Source: an optimization exercise on an open RTL-to-GDS flow (aim: small area). Production flows keep margins and buffers that such runs may drop.
RTL that was checked went through simulation tests only; none was proved equivalent to the original.
The flow treats the clock pin as an ideal source, which a real chip does not have.

==> flow/design.v <==
module popcount #(
	parameter W_IN = 8,
	parameter W_OUT = $clog2(W_IN + 1)
) (
	input  wire [W_IN-1:0]  din,
	output wire [W_OUT-1:0] dout
);
reg [W_OUT-1:0] accum;
integer i;
always @ (*) begin
	accum = {W_OUT{1'b0}};
	for (i = 0; i < W_IN; i = i + 1)
		accum = accum + din[i];
end
assign dout = accum;
endmodule
module tmds_minimise (
	input  wire [7:0] d,
	output wire [8:0] q_m
);
wire s1 = d[1] ^ d[2] ^ d[3];
wire c1 = d[1] & d[2] | d[1] & d[3] | d[2] & d[3];
wire s2 = d[4] ^ d[5] ^ d[6];
wire c2 = d[4] & d[5] | d[4] & d[6] | d[5] & d[6];
wire c3 = s1 & s2 | s1 & d[7] | s2 & d[7];
wire x = c1 & c2 | c1 & c3 | c2 & c3;
wire [7:0] pre;
assign pre[0] = d[0];
genvar i;
generate for (i = 1; i < 8; i = i + 1) begin: chain
	assign pre[i] = pre[i - 1] ^ d[i];
end endgenerate
assign q_m = {!x, pre ^ {4{x, 1'b0}}};
endmodule
module tmds_balance (
	input  wire [8:0] q_m,
	input  wire [3:0] imb,
	output wire [9:0] q,
	output wire [3:0] imb_next
);
wire [3:0] n_q;
popcount #(.W_IN(8)) pc_q (.din(q_m[7:0]), .dout(n_q));
wire b3 = n_q[3], b2 = n_q[2];
wire x = !q_m[8];
wire imb_zero = imb == 4'd0;
wire n_four = n_q == 4'd4;
wire n_low = !b3 && !b2;
wire inv = imb_zero || n_four ? x : (imb[3] == n_low);
assign q = {inv, q_m[8], q_m[7:0] ^ {8{inv}}};
wire [3:0] k = inv ? 4'd5 : 4'd11;
assign imb_next = imb + (n_q ^ {4{inv}}) + k + {3'b000, q_m[8]};
endmodule
module dvi_timing (
	input  wire clk,
	input  wire rst_n,
	input  wire en,
	output wire den_now,    
	output wire started,    
	output wire den3,       
	output wire vsync3,     
	output wire hsync3      
);
reg [2:0] en_d;
reg [1:0] age;
always @ (posedge clk or negedge rst_n) begin
	if (!rst_n) begin
		en_d <= 3'b000;
		age <= 2'd0;
	end else begin
		en_d <= {en_d[1:0], en};
		if (age != 2'd3)
			age <= age + 1'b1;
	end
end
assign started = age != 2'd0;
wire ready = age == 2'd3;
reg [3:0] h_lo;
reg [5:0] h_hi;
reg [9:0] v_pos;
wire h_lo_end  = &h_lo;
wire h_last    = h_hi[5] && h_hi[4] && h_hi[0];    
wire h_act_end = h_hi[5] && h_hi[4] && !h_hi[0];   
wire v_advance = h_act_end && h_lo_end;
wire v_last    = &v_pos[9:5] && v_pos[3] && v_pos[0];  
always @ (posedge clk) begin
	if (!en_d[2]) begin
		h_lo <= 4'd15;
		h_hi <= 6'd49;
		v_pos <= 10'd1001;
	end else begin
		h_lo <= h_lo + 1'b1;
		if (h_lo_end)
			h_hi <= h_last ? 6'd0 : h_hi + 1'b1;
		if (v_advance)
			v_pos <= v_last ? 10'd477 : v_pos + 1'b1;
	end
end
wire h_sync   = !(h_hi[5] || h_hi[4] || h_hi[3]) && !(h_hi[2] && h_hi[1]);  
wire h_active = (h_hi[5] || h_hi[4] || h_hi[3] && (h_hi[2] || h_hi[1] || h_hi[0])) && !h_last;  
wire v_sync   = !v_pos[9] && !v_pos[5] && !(&v_pos[4:0]);  
wire v_active = v_pos[9] && !(&v_pos[8:5]);                
wire lo_ge13   = h_lo[3] && h_lo[2] && (h_lo[1] || h_lo[0]);
wire h_is8     = h_hi == 6'd8;
wire h_ahead   = (h_active && !h_act_end) || (h_is8 && lo_ge13) || (h_act_end && !lo_ge13);
assign den_now = &en_d && h_ahead && v_active;
assign den3   = ready && h_active && v_active;
assign hsync3 = ready && !h_sync;
assign vsync3 = ready && !v_sync;
endmodule
module dvi_tx_parallel (
	input  wire       clk,
	input  wire       rst_n,
	input  wire       en,
	input  wire [7:0] r,
	input  wire [7:0] g,
	input  wire [7:0] b,
	output wire       rgb_rdy,
	output wire [9:0] tmds2,
	output wire [9:0] tmds1,
	output wire [9:0] tmds0
);
wire started, den3, vsync3, hsync3;
dvi_timing inst_dvi_timing (
	.clk     (clk),
	.rst_n   (rst_n),
	.en      (en),
	.den_now (rgb_rdy),
	.started (started),
	.den3    (den3),
	.vsync3  (vsync3),
	.hsync3  (hsync3)
);
wire [1:0] c3 = {vsync3, hsync3};
reg [23:0] p1, p2, p3;
always @ (posedge clk) begin
	p1 <= {r, g, b};
	p2 <= p1;
	p3 <= p2;
end
wire [8:0] m2, m1, m0;
tmds_minimise min2 (.d(p3[23:16]), .q_m(m2));
tmds_minimise min1 (.d(p3[15:8]),  .q_m(m1));
tmds_minimise min0 (.d(p3[7:0]),   .q_m(m0));
reg  [3:0] imb2, imb1, imb0;
wire [3:0] imb2_nxt, imb1_nxt, imb0_nxt;
wire [9:0] e2, e1, e0;
tmds_balance bal2 (.q_m(m2), .imb(imb2), .q(e2), .imb_next(imb2_nxt));
tmds_balance bal1 (.q_m(m1), .imb(imb1), .q(e1), .imb_next(imb1_nxt));
tmds_balance bal0 (.q_m(m0), .imb(imb0), .q(e0), .imb_next(imb0_nxt));
always @ (posedge clk) begin
	imb2 <= den3 ? imb2_nxt : 4'd0;
	imb1 <= den3 ? imb1_nxt : 4'd0;
	imb0 <= den3 ? imb0_nxt : 4'd0;
end
wire [9:0] ctl0 = {c3[1] ~^ c3[0], !c3[0], {3{c3[0], !c3[0]}}, c3[0], c3[0]};
wire [9:0] ctl00 = 10'b1101010100;
assign tmds2 = den3 ? e2 : ctl00 & {10{started}};
assign tmds1 = den3 ? e1 : ctl00 & {10{started}};
assign tmds0 = den3 ? e0 : ctl0  & {10{started}};
endmodule
==> flow/config.mk <==
export PLATFORM = sky130hd
export DESIGN_NAME = dvi_tx_parallel
export DESIGN_NICKNAME = dvi_tx_parallel
export VERILOG_FILES = /design/flow/design.v
export SDC_FILE = /design/flow/constraint.sdc
export NUM_CORES = 4
export LEC_CHECK = 0
export CAP_MARGIN = 20
export CORE_MARGIN = 2
export CORE_UTILIZATION = 70
export SLEW_MARGIN = 20
==> flow/constraint.sdc <==
create_clock -name core_clock -period 6.0 [get_ports {clk}]
set_input_delay 1.2000 -clock core_clock [delete_from_list [all_inputs] [get_ports {clk}]]
set_output_delay 1.2000 -clock core_clock [all_outputs]
set_load 0.01 [all_outputs]
standard.sh (not shown) runs the stock make flow with config.mk's settings and CLKGATE_MAP_FILE= SYNTH_SCRIPT=/design/flow/synth_recipe.tcl, a recipe that flattens the netlist after the stock synthesis.
==> flow/flow/run.sh <==
#!/bin/bash
# Layout flow: the standard flow, with an area-oriented synthesis (the
# logic mapped by each of the ABC scripts flow/abc_*.script, keeping the
# smallest, with no separate full/half-adder mapping), unit-size port buffers
# and a clock tree of small buffers without dummy loads, where each buffer
# whose output slew comes out high is then upsized (flow/post_cts.tcl).
set -euo pipefail
W=$(pwd)

# A private copy of ORFS's scripts whose synth.tcl calls my_abc_best
# (flow/abc_best.tcl) in place of its single abc call.
rm -rf "$W/scripts_area"
cp -r "$FLOW_HOME/scripts" "$W/scripts_area"
grep -q '^  log_cmd abc {\*}\$abc_args$' "$W/scripts_area/synth.tcl"
sed -i 's|^  log_cmd abc {\*}\$abc_args$|  source '"$W"'/flow/abc_best.tcl; my_abc_best $abc_args|' "$W/scripts_area/synth.tcl"
export FLOW_ABC_DIR="$W/flow"

bash standard.sh SCRIPTS_DIR="$W/scripts_area" ABC_AREA=1 ADDER_MAP_FILE= synth > "$W/synth.log" 2>&1

bash standard.sh \
	BUFFER_PORTS_ARGS="-buffer_cell sky130_fd_sc_hd__buf_1" \
	CTS_ARGS="-sink_clustering_enable -repair_clock_nets -buf_list sky130_fd_sc_hd__clkbuf_4 -dont_use_dummy_load" \
	POST_CTS_TCL="$W/flow/post_cts.tcl" \
	finish > "$W/layout.log" 2>&1
==> flow/flow/abc_1.script <==
strash
&get -n
&deepsyn -T 30
&put
dch -f
amap
topo
stime -c
==> flow/flow/abc_2.script <==
strash
dch -f
amap
topo
stime -c
==> flow/flow/abc_3.script <==
strash
dc2
dch -f
amap
topo
stime -c
==> flow/flow/abc_4.script <==
strash
&get -n
&st
&syn2
&dch -f
&nf -a -R 1000
&put
topo
stime -c
==> flow/flow/abc_best.tcl <==
# Maps the design's logic with each ABC script flow/abc_*.script and keeps the
# mapping with the smallest cell area. Replaces the single abc call in ORFS's
# synth.tcl; everything else in synthesis is unchanged.
proc my_abc_best { abc_args } {
  set scripts [lsort [glob $::env(FLOW_ABC_DIR)/abc_*.script]]
  set at [lsearch -exact $abc_args -script]
  set libs {}
  for {set i 0} {$i < [llength $abc_args]} {incr i} {
    if {[lindex $abc_args $i] eq "-liberty"} {
      lappend libs -liberty [lindex $abc_args [expr {$i + 1}]]
    }
  }
  design -save my_pre_abc
  set best ""
  set best_area 0
  foreach s $scripts {
    design -load my_pre_abc
    log_cmd abc {*}[lreplace $abc_args [expr {$at + 1}] [expr {$at + 1}] $s]
    set out [tee -q -s result.string stat {*}$libs]
    if {![regexp {Chip area for module '[^']*': ([0-9.]+)} $out -> area]} {
      error "my_abc_best: no area for $s"
    }
    puts "my_abc_best: [file tail $s] gives $area um2"
    if {$best eq "" || $area < $best_area} {
      set best $s
      set best_area $area
      design -save my_best_abc
    }
  }
  design -load my_best_abc
  puts "my_abc_best: kept [file tail $best] ($best_area um2)"
}
==> flow/flow/post_cts.tcl <==
proc my_upsize_clock_buffers {} {
  set limit [expr {[info exists ::env(FLOW_CLK_SLEW)] ? $::env(FLOW_CLK_SLEW) : 0.1}]
  set big [get_lib_cells sky130_fd_sc_hd__clkbuf_8]
  estimate_parasitics -placement
  set changed 0
  foreach inst [[ord::get_db_block] getInsts] {
    set m [[$inst getMaster] getName]
    if {![string match "sky130_fd_sc_hd__clkbuf_*" $m] || $m eq "sky130_fd_sc_hd__clkbuf_8" || $m eq "sky130_fd_sc_hd__clkbuf_16"} { continue }
    if {[[$inst findITerm X] getNet] eq "NULL"} { continue }
    set net [[$inst findITerm X] getNet]
    if {[$net getSigType] ne "CLOCK"} { continue }
    set pin [get_pins [$inst getName]/X]
    set s 0
    foreach rf {rise fall} { set v [get_property $pin slew_max_$rf]; if {$v > $s} { set s $v } }
    if {$s > $limit} {
      replace_cell [get_cells [$inst getName]] $big
      incr changed
      puts "my_upsize_clock_buffers: [$inst getName] $m slew $s -> clkbuf_8"
    }
  }
  if {$changed > 0} {
    estimate_parasitics -placement
    detailed_placement
  }
}
my_upsize_clock_buffers
The baseline ended with an error in 5_1_grt with DPL-0038.
Change:
--- a/flow/design.v
+++ b/flow/design.v
@@ -128,22 +128,25 @@
 	.started (started),
 	.den3    (den3),
 	.vsync3  (vsync3),
 	.hsync3  (hsync3)
 );
 wire [1:0] c3 = {vsync3, hsync3};
-reg [23:0] p1, p2, p3;
+reg  [23:0] p1, p2;
+reg  [8:0]  m2, m1, m0;
+wire [8:0]  m2_nxt, m1_nxt, m0_nxt;
+tmds_minimise min2 (.d(p2[23:16]), .q_m(m2_nxt));
+tmds_minimise min1 (.d(p2[15:8]),  .q_m(m1_nxt));
+tmds_minimise min0 (.d(p2[7:0]),   .q_m(m0_nxt));
 always @ (posedge clk) begin
 	p1 <= {r, g, b};
 	p2 <= p1;
-	p3 <= p2;
+	m2 <= m2_nxt;
+	m1 <= m1_nxt;
+	m0 <= m0_nxt;
 end
-wire [8:0] m2, m1, m0;
-tmds_minimise min2 (.d(p3[23:16]), .q_m(m2));
-tmds_minimise min1 (.d(p3[15:8]),  .q_m(m1));
-tmds_minimise min0 (.d(p3[7:0]),   .q_m(m0));
 reg  [3:0] imb2, imb1, imb0;
 wire [3:0] imb2_nxt, imb1_nxt, imb0_nxt;
 wire [9:0] e2, e1, e0;
 tmds_balance bal2 (.q_m(m2), .imb(imb2), .q(e2), .imb_next(imb2_nxt));
 tmds_balance bal1 (.q_m(m1), .imb(imb1), .q(e1), .imb_next(imb1_nxt));
 tmds_balance bal0 (.q_m(m0), .imb(imb0), .q(e0), .imb_next(imb0_nxt));
This time the run completed with no timing, DRC or antenna violations.
Synthesized cell count rose by 3.0%.
Synthesized area rose by 2.5%.
The RTL of the first run of this note was laid out without a check of its function.

-- afterwards: timing with drivers on the ports --
How much do the figures lean on ideal ports? The routed layout below was timed once more, with nothing changed but the port constraints.
Step 1 assumes that a clkbuf_16 drives the clock port and a buf_2 every other input.
Step 2 also shifts input and output timing later by t, the mid clock arrival at the registers, as if the neighbouring blocks saw the same clock.
a / b / c = ideal / step 1 / step 2; a / b = the first two.
run: the second run
t, ns: 0.381
setup slack, ns: 0.815 / 0.785 / 1.166
clock arrival spread, ns: 0.025 / 0.025
After both steps setup and hold are still met in the second run. For the second run, drivers alone change the setup slack by -0.030 ns; drivers and shift together by +0.351 ns.
